Context: an optimization exercise on an open-source flow, tuned for small area, a short achievable clock period and few clock cycles per item. The choices shown serve that exercise and are no tape-out recipe.
At most, simulation tests tie the RTL to the original design; equivalence was not proved.

## layer
module layer #(
    parameter integer WIDTH     = 16,
    parameter integer ACC_WIDTH = 22
)(
    input  logic              clk,
    input  logic              rst_n,
    input  logic              start,
    input  logic signed [WIDTH-1:0] x_in,
    output logic              ready,
    output logic              debug_bit,
    output logic signed [WIDTH-1:0]     y_out,
    output logic signed [ACC_WIDTH-1:0] acc_out
);
    logic        active;
    logic [3:0]  cnt;
    always_ff @(posedge clk or negedge rst_n) begin
        if (!rst_n) begin
            active <= 1'b0;
            cnt    <= 4'd0;
        end else if (start) begin
            active <= 1'b1;
            cnt    <= 4'd1;
        end else if (active) begin
            cnt <= cnt + 4'd1;
            if (cnt == 4'd15) active <= 1'b0;
        end
    end
    logic        v0, va, vb, vc;
    logic [3:0]  i0, ia, ib;
    logic        first_c, last_c;
    logic [15:0] x0, xa, xb;
    logic [15:0] b2a, b2b, b1b, yc;
    logic [15:0] b2_n, b1_n, y_n;
    always_ff @(posedge clk or negedge rst_n) begin
        if (!rst_n) begin
            v0 <= 1'b0; va <= 1'b0; vb <= 1'b0; vc <= 1'b0;
        end else begin
            v0 <= start | active;
            va <= v0;
            vb <= va;
            vc <= vb;
        end
    end
    always_ff @(posedge clk) begin
        x0  <= x_in;
        i0  <= start ? 4'd0 : cnt;
        xa  <= x0;
        ia  <= i0;
        b2a <= b2_n;
        xb  <= xa;
        ib  <= ia;
        b2b <= b2a;
        b1b <= b1_n;
        yc      <= y_n;
        first_c <= (ib == 4'd0);
        last_c  <= (ib == 4'd15);
    end
    cheb_mac2 u_m2 (.idx(i0), .x(x0), .b(b2_n));
    cheb_mac1 u_m1 (.idx(ia), .x(xa), .bin(b2a), .b(b1_n));
    cheb_mac0 u_m0 (.idx(ib), .x(xb), .bin(b1b), .b2(b2b), .y(y_n));
    logic signed [ACC_WIDTH-1:0] acc, acc_n;
    logic signed [WIDTH-1:0]     yq_n, yq;
    logic                        dbg;
    assign acc_n = (first_c ? '0 : acc) + {{(ACC_WIDTH-WIDTH){yc[15]}}, yc};
    always_comb begin
        if (!acc_n[21] && acc_n[20:10] != '0)
            yq_n = 16'sd32767;
        else if (acc_n[21] && (acc_n[20:10] != '1 || acc_n[9:0] == '0))
  ...
export LEC_CHECK = 0
export CAP_MARGIN = 20
export CORE_MARGIN = 2
export CORE_UTILIZATION = 40
export SLEW_MARGIN = 20
create_clock -name core_clock -period 10.0 [get_ports {clk}]
run.sh (not shown) runs the stock make flow with config.mk's settings and CLKGATE_MAP_FILE= SYNTH_SCRIPT=/design/flow/synth_recipe.tcl, a recipe that flattens the netlist after the stock synthesis.
Testbench counts at the start, summed over its fixed seeds: cycles 7,688, items 384.
Rerun with:
- SETUP_SLACK_MARGIN: default -> 5
Result: Cell count grows by a few percent; cell area grows by roughly a tenth; critical path depth grows by 1; utilization grows by 4.6 points; hold slack stays flat; setup slack gains 1200 ps; sequential share of layout area shrinks by 1.2 points; wire length grows by roughly a tenth.

---

## main
Another version of the RTL of layer (not shown whole).
Size: roughly 330 flip-flops, ~59 I/O pins.
Settings: LEC_CHECK=0, CAP_MARGIN=20, CORE_MARGIN=2, CORE_UTILIZATION=40, SETUP_SLACK_MARGIN=5, SLEW_MARGIN=20, SYNTH_HIERARCHICAL=1, SYNTH_MINIMUM_KEEP_SIZE=0; clock period 10.0 ns.
Testbench counts of main, summed over its fixed seeds: cycles 8,840, items 384.
> inputs changed (main -> the feature branch)
- SETUP_SLACK_MARGIN removed (was 5)
==> flow/flow/run.sh (new file) <==
#!/bin/bash
# The standard layout (the standard.sh: ORFS synthesis to final layout),
# with timing repair aimed at a setup slack margin of 6.6 ns, i.e. paths of
# at most 3.4 ns; the SDC, clock period and I/O constraints are unchanged.
set -euo pipefail
bash standard.sh SETUP_SLACK_MARGIN=6.6 finish > standard.log 2>&1
==> flow/standard.sh (new file) <==
#!/bin/bash
# synth_recipe.tcl (not shown) runs the flow's synth.tcl, then flattens the netlist and writes it again
# the make line also repeats each setting of config.mk as NAME=value (left out here)
make -C /OpenROAD-flow-scripts/flow DESIGN_CONFIG=/design/flow/config.mk WORK_HOME=/design/flow/orfs CLKGATE_MAP_FILE= SYNTH_SCRIPT=/design/flow/synth_recipe.tcl "${@:-finish}"
removed: flow/run.sh
Results
- Every stage of the flow completed for the feature branch, and the final layout passed the timing, design-rule and antenna checks.
- Between the feature branch and main, fraction of the cycle the final worst path needs is lower for the feature branch, main comes in above that.
- Looking at clock skew, the feature branch sits 0.017 ns above main.
- The feature branch vs. main: non-clock buffer share of cell area saw an increase.

---

Setup of red:
Another version of the RTL of layer (not shown whole).
Size in the first run: about 2300 cells after synthesis, roughly 25000 um2 of cells after synthesis.
Settings: LEC_CHECK=0, CAP_MARGIN=20, CORE_MARGIN=2, CORE_UTILIZATION=40, CTS_BUF_LIST=sky130_fd_sc_hd__clkbuf_4 sky130_fd_sc_hd__clkbuf_8, SLEW_MARGIN=20, SYNTH_HIERARCHICAL=1, SYNTH_MINIMUM_KEEP_SIZE=0; clock period 10.0 ns.
standard.sh (not shown) runs the stock make flow with config.mk's settings and CLKGATE_MAP_FILE= SYNTH_SCRIPT=/design/flow/synth_recipe.tcl, a recipe that flattens the netlist after the stock synthesis.
==> flow/flow/run.sh <==
#!/bin/bash
# The standard layout (the standard.sh), in three parts:
#  1. the standard synthesis;
#  3. the rest of the standard flow, with timing repair aimed at a setup
#     slack margin of 6.6 ns and free to resize cells across footprints, so
#     that it sizes up again the cells on critical paths. The SDC, clock
#     period and I/O constraints are unchanged.
set -euo pipefail
bash standard.sh synth > synth.log 2>&1
openroad -no_init -exit flow/downsize.tcl > downsize.log 2>&1
bash standard.sh SETUP_SLACK_MARGIN=6.6 MATCH_CELL_FOOTPRINT=0 finish > standard.log 2>&1
==> flow/flow/downsize.tcl <==
set odb orfs/results/sky130hd/layer/base/1_synth.odb
read_db $odb
set db [ord::get_db]
set block [ord::get_db_block]
set to [$db findMaster sky130_fd_sc_hd__a22oi_1]
set n 0
foreach inst [$block getInsts] {
  if {[[$inst getMaster] getName] eq "sky130_fd_sc_hd__a22oi_2"} {
    $inst swapMaster $to
    incr n
  }
}
puts "downsized $n a22oi_2 to a22oi_1"
write_db $odb
For blue, these inputs were changed with respect to red:
Settings: CORE_UTILIZATION changed from 40 to 60.
==> run summary <==
Per the final summary, blue finished and its layout is clean on timing, DRC and antenna. Taking red as the reference, in blue non-clock buffer instance count of the final layout +about 0.34%, fmax -1.1%, minimum clock period after layout +0.040 ns, worst setup slack -0.040 ns.
No functional check of the RTL was part of any run of this note.

---

layer, a different RTL version from the one above (not shown whole).
Size in the first run: about 2300 cells after synthesis, roughly 59 I/O pins, ~0.026 sq mm of cells after synthesis.
clock: 10.0 ns
lec_check: 0
cap_margin: 20
core_margin: 2
core_utilization: 40
cts_buf_list: sky130_fd_sc_hd__clkbuf_4 sky130_fd_sc_hd__clkbuf_8
slew_margin: 20
synth_hierarchical: 1
synth_minimum_keep_size: 0
Scripts as last shown in full above: flow/flow/run.sh, flow/flow/downsize.tcl
The starting point ran to the end with no violations.
Testbench counts at the start, summed over its fixed seeds: cycles 8,840, items 384.
Edit:
--- a/flow/flow/run.sh
+++ b/flow/flow/run.sh
@@ -6,2 +6,2 @@
-#     that it sizes up again the cells on critical paths. The SDC, clock
-#     period and I/O constraints are unchanged.
+#     that it buffers and sizes up what the critical paths need. The SDC,
+#     clock period and I/O constraints are unchanged.
--- a/flow/flow/downsize.tcl
+++ b/flow/flow/downsize.tcl
@@ -2,0 +3,2 @@
+read_liberty $::env(FLOW_HOME)/platforms/sky130hd/lib/sky130_fd_sc_hd__tt_025C_1v80.lib
+remove_buffers
--- a/flow/config.mk
+++ b/flow/config.mk
@@ -11 +11,3 @@
-export CTS_BUF_LIST = sky130_fd_sc_hd__clkbuf_4 sky130_fd_sc_hd__clkbuf_8
+export CTS_BUF_LIST = sky130_fd_sc_hd__clkbuf_8 sky130_fd_sc_hd__clkbuf_16
+export CTS_CLUSTER_DIAMETER = 60
+export CTS_CLUSTER_SIZE = 24
The new run completed with no timing, DRC or antenna violations.
Final area shrinks slightly.
Die area shrinks by a few percent.
Worst setup slack degrades by 0.084 ns.
Edit:
--- a/flow/flow/run.sh
+++ b/flow/flow/run.sh
@@ -10 +10 @@
-openroad -no_init -exit flow/downsize.tcl > downsize.log 2>&1
+openroad -no_init -exit flow/presize.tcl > presize.log 2>&1
==> flow/flow/presize.tcl (new file) <==
# After the standard synthesis, before the standard floorplan:
#  - take out the buffers ABC put in (the layout's repair buffers what it needs);
#  - give flip-flops that drive many loads a stronger drive (same cell type,
#    dfxtp_1 -> dfxtp_2 or dfxtp_4).
set odb orfs/results/sky130hd/layer/base/1_synth.odb
read_db $odb
read_liberty $::env(FLOW_HOME)/platforms/sky130hd/lib/sky130_fd_sc_hd__tt_025C_1v80.lib
remove_buffers
set db [ord::get_db]
set block [ord::get_db_block]
set aoi1 [$db findMaster sky130_fd_sc_hd__a22oi_1]
set ff2 [$db findMaster sky130_fd_sc_hd__dfxtp_2]
set ff4 [$db findMaster sky130_fd_sc_hd__dfxtp_4]
set n 0
set f2 0
set f4 0
foreach inst [$block getInsts] {
  set m [[$inst getMaster] getName]
  if {$m eq "sky130_fd_sc_hd__a22oi_2"} {
    $inst swapMaster $aoi1
    incr n
  } elseif {$m eq "sky130_fd_sc_hd__dfxtp_1"} {
    set q [$inst findITerm Q]
    set net [$q getNet]
    if {$net eq "NULL"} { continue }
    set loads [expr {[llength [$net getITerms]] - 1 + [llength [$net getBTerms]]}]
    if {$loads >= 12} {
      $inst swapMaster $ff4
      incr f4
    } elseif {$loads >= 6} {
      $inst swapMaster $ff2
      incr f2
    }
  }
}
puts "a22oi_2 -> a22oi_1: $n; dfxtp_1 -> dfxtp_2: $f2, -> dfxtp_4: $f4"
write_db $odb
--- a/flow/config.mk
+++ b/flow/config.mk
@@ -11,3 +11 @@
-export CTS_BUF_LIST = sky130_fd_sc_hd__clkbuf_8 sky130_fd_sc_hd__clkbuf_16
-export CTS_CLUSTER_DIAMETER = 60
-export CTS_CLUSTER_SIZE = 24
+export CTS_BUF_LIST = sky130_fd_sc_hd__clkbuf_4 sky130_fd_sc_hd__clkbuf_8
removed: flow/flow/downsize.tcl
Result: Synthesized area goes up by about 1.2%; worst setup slack improved by 0.047 ns; routed wire length goes up by 1.7%; final cell count went up by about 1.1%; worst hold slack got worse by 0.0034 ns; design area came out higher by about 0.47%; global-route usage barely changes.

---

Setup of north:
Another version of the RTL of layer (not shown whole).
Size in the first run: ~2100 cells after synthesis, ~160 flip-flops, about 23000 um^2 of cells after synthesis.
clock: 10.0 ns
lec_check: 0
cap_margin: 20
core_margin: 2
core_utilization: 40
setup_slack_margin: 5
slew_margin: 20
synth_hierarchical: 1
synth_minimum_keep_size: 0
run.sh (not shown) runs the stock make flow with config.mk's settings and CLKGATE_MAP_FILE= SYNTH_SCRIPT=/design/flow/synth_recipe.tcl, a recipe that flattens the netlist after the stock synthesis.
Stock flow here: none of the scripts above is used.
north: done, clean on timing, DRC and antenna
Testbench counts of north, summed over its fixed seeds: cycles 7,688, items 384.
--- input diff north..south ---
- CTS_BUF_LIST now sky130_fd_sc_hd__clkbuf_4 sky130_fd_sc_hd__clkbuf_8, previously not set
- SETUP_SLACK_MARGIN no longer set, was 5
==> flow/flow/run.sh (new file) <==
#!/bin/bash
# The standard layout (the standard.sh), in two parts:
#  1. the standard synthesis;
#  3. the rest of the standard flow, with timing repair aimed at a setup
#     slack margin of 5.7 ns. The SDC, clock period and I/O constraints are
#     unchanged.
set -euo pipefail
bash standard.sh synth > synth.log 2>&1
R=orfs/results/sky130hd/layer/base
openroad -no_init -exit flow/downsize.tcl > downsize.log 2>&1
bash standard.sh SETUP_SLACK_MARGIN=5.7 finish > standard.log 2>&1
==> flow/flow/downsize.tcl (new file) <==
set odb orfs/results/sky130hd/layer/base/1_synth.odb
read_db $odb
set db [ord::get_db]
set block [ord::get_db_block]
set to [$db findMaster sky130_fd_sc_hd__a22oi_1]
set n 0
foreach inst [$block getInsts] {
  if {[[$inst getMaster] getName] eq "sky130_fd_sc_hd__a22oi_2"} {
    $inst swapMaster $to
    incr n
  }
}
puts "downsized $n a22oi_2 to a22oi_1"
write_db $odb
==> flow/standard.sh (new file) <==
#!/bin/bash
# synth_recipe.tcl (not shown) runs the flow's synth.tcl, then flattens the netlist and writes it again
# the make line also repeats each setting of config.mk as NAME=value (left out here)
make -C /OpenROAD-flow-scripts/flow DESIGN_CONFIG=/design/flow/config.mk WORK_HOME=/design/flow/orfs CLKGATE_MAP_FILE= SYNTH_SCRIPT=/design/flow/synth_recipe.tcl "${@:-finish}"
removed: flow/run.sh
Results
Number of nets in the layout (higher): north. On number of stages on the worst setup path, the higher figure sits with south, not north. Compared with north, in south fraction of met2 tracks used by global routing went down by 2.0 points; number of max-slew violations in the final report level. Compared with north, in south sequential share of layout area rose by 0.51 points; area after synthesis fell about 7%; biggest fanout along the worst timing path moved down. Going from north to south, total routing resource utilization after global routing rose by 0.37 points, final cell count has decreased.
Setup changes, south to east
==> flow/flow/run.sh <==
#!/bin/bash
# The standard layout (the standard.sh), in three parts:
#  1. the standard synthesis;
#  3. the rest of the standard flow, with timing repair aimed at a setup
#     slack margin of 5.8 ns and free to resize cells across footprints, so
#     that it sizes up again the cells on critical paths. The SDC, clock
#     period and I/O constraints are unchanged.
set -euo pipefail
bash standard.sh synth > synth.log 2>&1
openroad -no_init -exit flow/downsize.tcl > downsize.log 2>&1
bash standard.sh SETUP_SLACK_MARGIN=5.8 MATCH_CELL_FOOTPRINT=0 finish > standard.log 2>&1
Lower critical path depth was reported by south, not east.
NOTE design area south->east decreased slightly
The clock network area share of east and that of south are within noise of each other.

---

Setup of run 1:
layer, a different RTL version from the one above (not shown whole).
Size in the first run: roughly 59 I/O pins.
==> flow/config.mk <==
export PLATFORM = sky130hd
export DESIGN_NAME = layer
export DESIGN_NICKNAME = layer
export VERILOG_FILES = /design/flow/design.v
export SDC_FILE = /design/flow/constraint.sdc
export NUM_CORES = 4
export LEC_CHECK = 0
export CAP_MARGIN = 20
export CORE_MARGIN = 2
export CORE_UTILIZATION = 40
export CTS_BUF_LIST = sky130_fd_sc_hd__clkbuf_4 sky130_fd_sc_hd__clkbuf_8
export SLEW_MARGIN = 20
export SYNTH_HIERARCHICAL = 1
export SYNTH_MINIMUM_KEEP_SIZE = 0
==> flow/constraint.sdc <==
create_clock -name core_clock -period 10.0 [get_ports {clk}]
set_input_delay 2.0000 -clock core_clock [delete_from_list [all_inputs] [get_ports {clk}]]
set_output_delay 2.0000 -clock core_clock [all_outputs]
set_load 0.01 [all_outputs]
standard.sh (not shown) runs the stock make flow with config.mk's settings and CLKGATE_MAP_FILE= SYNTH_SCRIPT=/design/flow/synth_recipe.tcl, a recipe that flattens the netlist after the stock synthesis.
==> flow/flow/run.sh <==
#!/bin/bash
# The standard layout (the standard.sh), in three parts:
#  1. the standard synthesis;
#  3. the rest of the standard flow, with timing repair aimed at a setup
#     slack margin of 6.9 ns and free to resize cells across footprints, so
#     that it buffers and sizes up what the critical paths need, and with
#     every input and output port buffered by a plain buf_2 (the standard
#     flow's port buffers here are delay cells). The SDC, clock period and
#     I/O constraints are unchanged.
set -euo pipefail
bash standard.sh synth > synth.log 2>&1
openroad -no_init -exit flow/presize.tcl > presize.log 2>&1
bash standard.sh SETUP_SLACK_MARGIN=6.9 MATCH_CELL_FOOTPRINT=0 \
  "BUFFER_PORTS_ARGS=-buffer_cell sky130_fd_sc_hd__buf_2" finish > standard.log 2>&1
==> flow/flow/presize.tcl <==
# After the standard synthesis, before the standard floorplan:
#  - take out the buffers ABC put in (the layout's repair buffers what it needs);
#  - give flip-flops that drive many loads a stronger drive (same cell type,
#    dfxtp_1 -> dfxtp_2 or dfxtp_4).
set odb orfs/results/sky130hd/layer/base/1_synth.odb
read_db $odb
read_liberty $::env(FLOW_HOME)/platforms/sky130hd/lib/sky130_fd_sc_hd__tt_025C_1v80.lib
remove_buffers
set db [ord::get_db]
set block [ord::get_db_block]
set aoi1 [$db findMaster sky130_fd_sc_hd__a22oi_1]
set ff2 [$db findMaster sky130_fd_sc_hd__dfxtp_2]
set ff4 [$db findMaster sky130_fd_sc_hd__dfxtp_4]
set n 0
set f2 0
set f4 0
foreach inst [$block getInsts] {
  set m [[$inst getMaster] getName]
  if {$m eq "sky130_fd_sc_hd__a22oi_2"} {
    $inst swapMaster $aoi1
    incr n
  } elseif {$m eq "sky130_fd_sc_hd__dfxtp_1"} {
    set q [$inst findITerm Q]
    set net [$q getNet]
    if {$net eq "NULL"} { continue }
    set loads [expr {[llength [$net getITerms]] - 1 + [llength [$net getBTerms]]}]
    if {$loads >= 12} {
      $inst swapMaster $ff4
      incr f4
    } elseif {$loads >= 6} {
      $inst swapMaster $ff2
      incr f2
    }
  }
}
puts "a22oi_2 -> a22oi_1: $n; dfxtp_1 -> dfxtp_2: $f2, -> dfxtp_4: $f4"
write_db $odb
Testbench counts of run 1, summed over its fixed seeds: cycles 8,840, items 384.
Input-level comparison between run 2 and run 1:
- changing CTS_BUF_LIST from sky130_fd_sc_hd__clkbuf_4 sky130_fd_sc_hd__clkbuf_8 to sky130_fd_sc_hd__clkbuf_16
- setting CTS_CLUSTER_DIAMETER to 120 for the first time
- setting CTS_CLUSTER_SIZE to 20 for the first time
## What came out
Run 2 completed end to end with timing, DRC and antenna clean.
Run 1 reached the end of the flow, and the finished layout is clean on the timing, design-rule and antenna checks.
Wire: run 2 routes less than run 1
The worst setup path endpoint comes out ready in one run and u[16] in the other, namely in run 1 and run 2 respectively.
Delta (run 2 minus run 1): sequential share of cell area went up; data required time at the worst endpoint moved up; clock input transition at the sequential cells of the worst setup and hold paths climbed 0.03 ns; minimum clock period moved down.
Higher worst setup margin was reported by run 2, not run 1.
Between run 2 and run 1, the detailed-route DRC error count does not differ in any meaningful way.
In run 2 the wire length of the first global-routing pass turned out 1.9% lower than in run 1.
Synthesis-to-layout area growth (higher): run 1
Critical path startpoint = b0s[0]: run 2; critical path startpoint = ready: run 1
Going from run 1 to run 2, final period utilization now smaller, fraction of the core area covered by cells at the end of the flow now smaller.
The inputs of run 3 differ from those of run 2 as listed below.
- CTS_CLUSTER_DIAMETER changed from 120 to 80
- CTS_CLUSTER_SIZE changed from 20 to 24
### Flow results
Looking at number of iterations in the first detailed-routing pass across run 3 and run 2, the one that comes out higher is run 3. Run 3 against run 2: design area rose 220 um^2, relative max-transition margin rose 0.15 points, required time reported for the critical path endpoint fell 2.45 ns, latest clock arrival within the worst-skew pair about even. The slew at the pin closest to its max-slew limit of run 3 and that of run 2 are within noise of each other. Detailed-route wire length: run 3 better than run 2. Run 3 -> run 2: global-route usage flat. Startpoint of the worst setup timing path: ready -> run 3, b0s[0] -> run 2. Run 2 -> run 3: number of buffers inserted to repair setup after CTS delta 0, exact match.
diff inputs: run 3 => run 4
- CTS_CLUSTER_DIAMETER now 150, was 80
- CTS_CLUSTER_SIZE now 30, was 24
Notes after the runs:
Run 4 reached the end of the flow, and the finished layout is clean on the timing, design-rule and antenna checks. Type of the worst setup path: register to register -> run 4, register to output pin -> run 3. [compare] base=run 3 new=run 4: share of cell area taken by flip-flops and latches up 0.44 points, worst setup margin flat. Share of cells above drive strength 1 ended up 0.89 points lower on run 4 than on run 3. Going from run 3 to run 4, biggest cell delay along the critical path went up; wire length reported by the detailed router has remained practically unchanged; count of clock-buffer cells in the layout decreased by 12 relative to the old numbers.
For run 5, these inputs were changed with respect to run 4:
- changing CTS_CLUSTER_SIZE from 30 to 20
- changing CTS_CLUSTER_DIAMETER from 150 to 120
--- a/flow/flow/presize.tcl
+++ b/flow/flow/presize.tcl
@@ -26,6 +26,6 @@
     set loads [expr {[llength [$net getITerms]] - 1 + [llength [$net getBTerms]]}]
-    if {$loads >= 12} {
+    if {$loads >= 1000} {
       $inst swapMaster $ff4
       incr f4
-    } elseif {$loads >= 6} {
+    } elseif {$loads >= 1000} {
       $inst swapMaster $ff2
--- outcome ---
- Run 5 ends up with higher utilization after layout than run 4 does.
- Taking run 4 as the reference, in run 5 via count of the routed design increased 70, number of search-and-repair iterations in the first detailed-routing pass decreased 1, final critical-path share of the clock period increased 0.89 points.
- Side by side, minimum period implied by the final worst setup slack turned out higher in run 5 than in run 4.
- First-iteration DRC count was lower in the run labelled run 4.
- Going from run 4 to run 5, final worst setup slack down 0.089 ns, total routing usage reported by global routing flat.
- The higher final worst clock skew came out of run 5.

==> what the ideal ports hide <==
How much do the figures lean on ideal ports? The routed layouts below were timed once more, with nothing changed but the port constraints. Step 1, drivers: a clkbuf_16 drives clk and a buf_2 each remaining input, both assumed. Step 2 moves the port delays by t, midway between the first and last clock arrival at a register: inputs arrive t later, outputs are due t later. That takes back most of the time a late clock gives input paths. Slacks: ideal ports / drivers / drivers and shift; pairs: ideal ports / drivers.
run	t (ns)	setup WS [ns]	hold WS [ns]	worst setup path at the end	worst data-port slew with drivers (ns)
the first run of note 1	0.611	3.563 / 3.563 / 3.563	0.347 / 0.347 / 0.347	register to register	0.03
the second run of note 1	0.634	4.749 / 4.749 / 4.749	0.347 / 0.347 / 0.347	register to register	0.07
main	0.617	5.337 / 5.337 / 5.337	0.320 / 0.320 / 0.320	register to register	0.04
the feature branch	0.607	6.055 / 6.055 / 6.055	0.320 / 0.320 / 0.320	register to register	0.04
red	0.712	6.272 / 6.272 / 6.272	0.305 / 0.305 / 0.305	register to register	0.04
blue	0.688	6.231 / 6.231 / 6.231	0.317 / 0.317 / 0.317	register to register	0.04
the first run of note 4	0.715	6.592 / 6.592 / 6.145	0.321 / 0.321 / 0.321	input to register	0.03
the second run of note 4	0.629	6.508 / 6.508 / 6.186	0.318 / 0.318 / 0.318	input to register	0.03
the third run of note 4	0.741	6.555 / 6.555 / 6.106	0.315 / 0.315 / 0.315	input to register	0.04
north	0.535	4.978 / 4.978 / 4.978	0.356 / 0.356 / 0.356	register to register	0.03
south	0.563	5.022 / 5.022 / 5.022	0.359 / 0.359 / 0.359	register to register	0.04
east	0.591	4.999 / 4.999 / 4.999	0.359 / 0.359 / 0.359	register to register	0.04
run 1	0.700	6.858 / 6.804 / 6.816	0.324 / 0.324 / 0.324	input to register	0.03
run 2	0.628	6.899 / 6.861 / 6.832	0.322 / 0.322 / 0.322	input to register	0.03
run 3	0.639	6.903 / 6.846 / 6.846	0.324 / 0.324 / 0.324	input to register	0.03
run 4	0.589	6.901 / 6.901 / 6.798	0.317 / 0.317 / 0.317	input to register	0.03
run 5	0.613	6.812 / 6.812 / 6.812	0.327 / 0.327 / 0.327	register to register	0.03
After both steps every run listed still meets setup and hold. For the third run of note 4, which loses most, drivers alone change the setup slack by 0.000 ns; drivers and shift together by -0.449 ns.
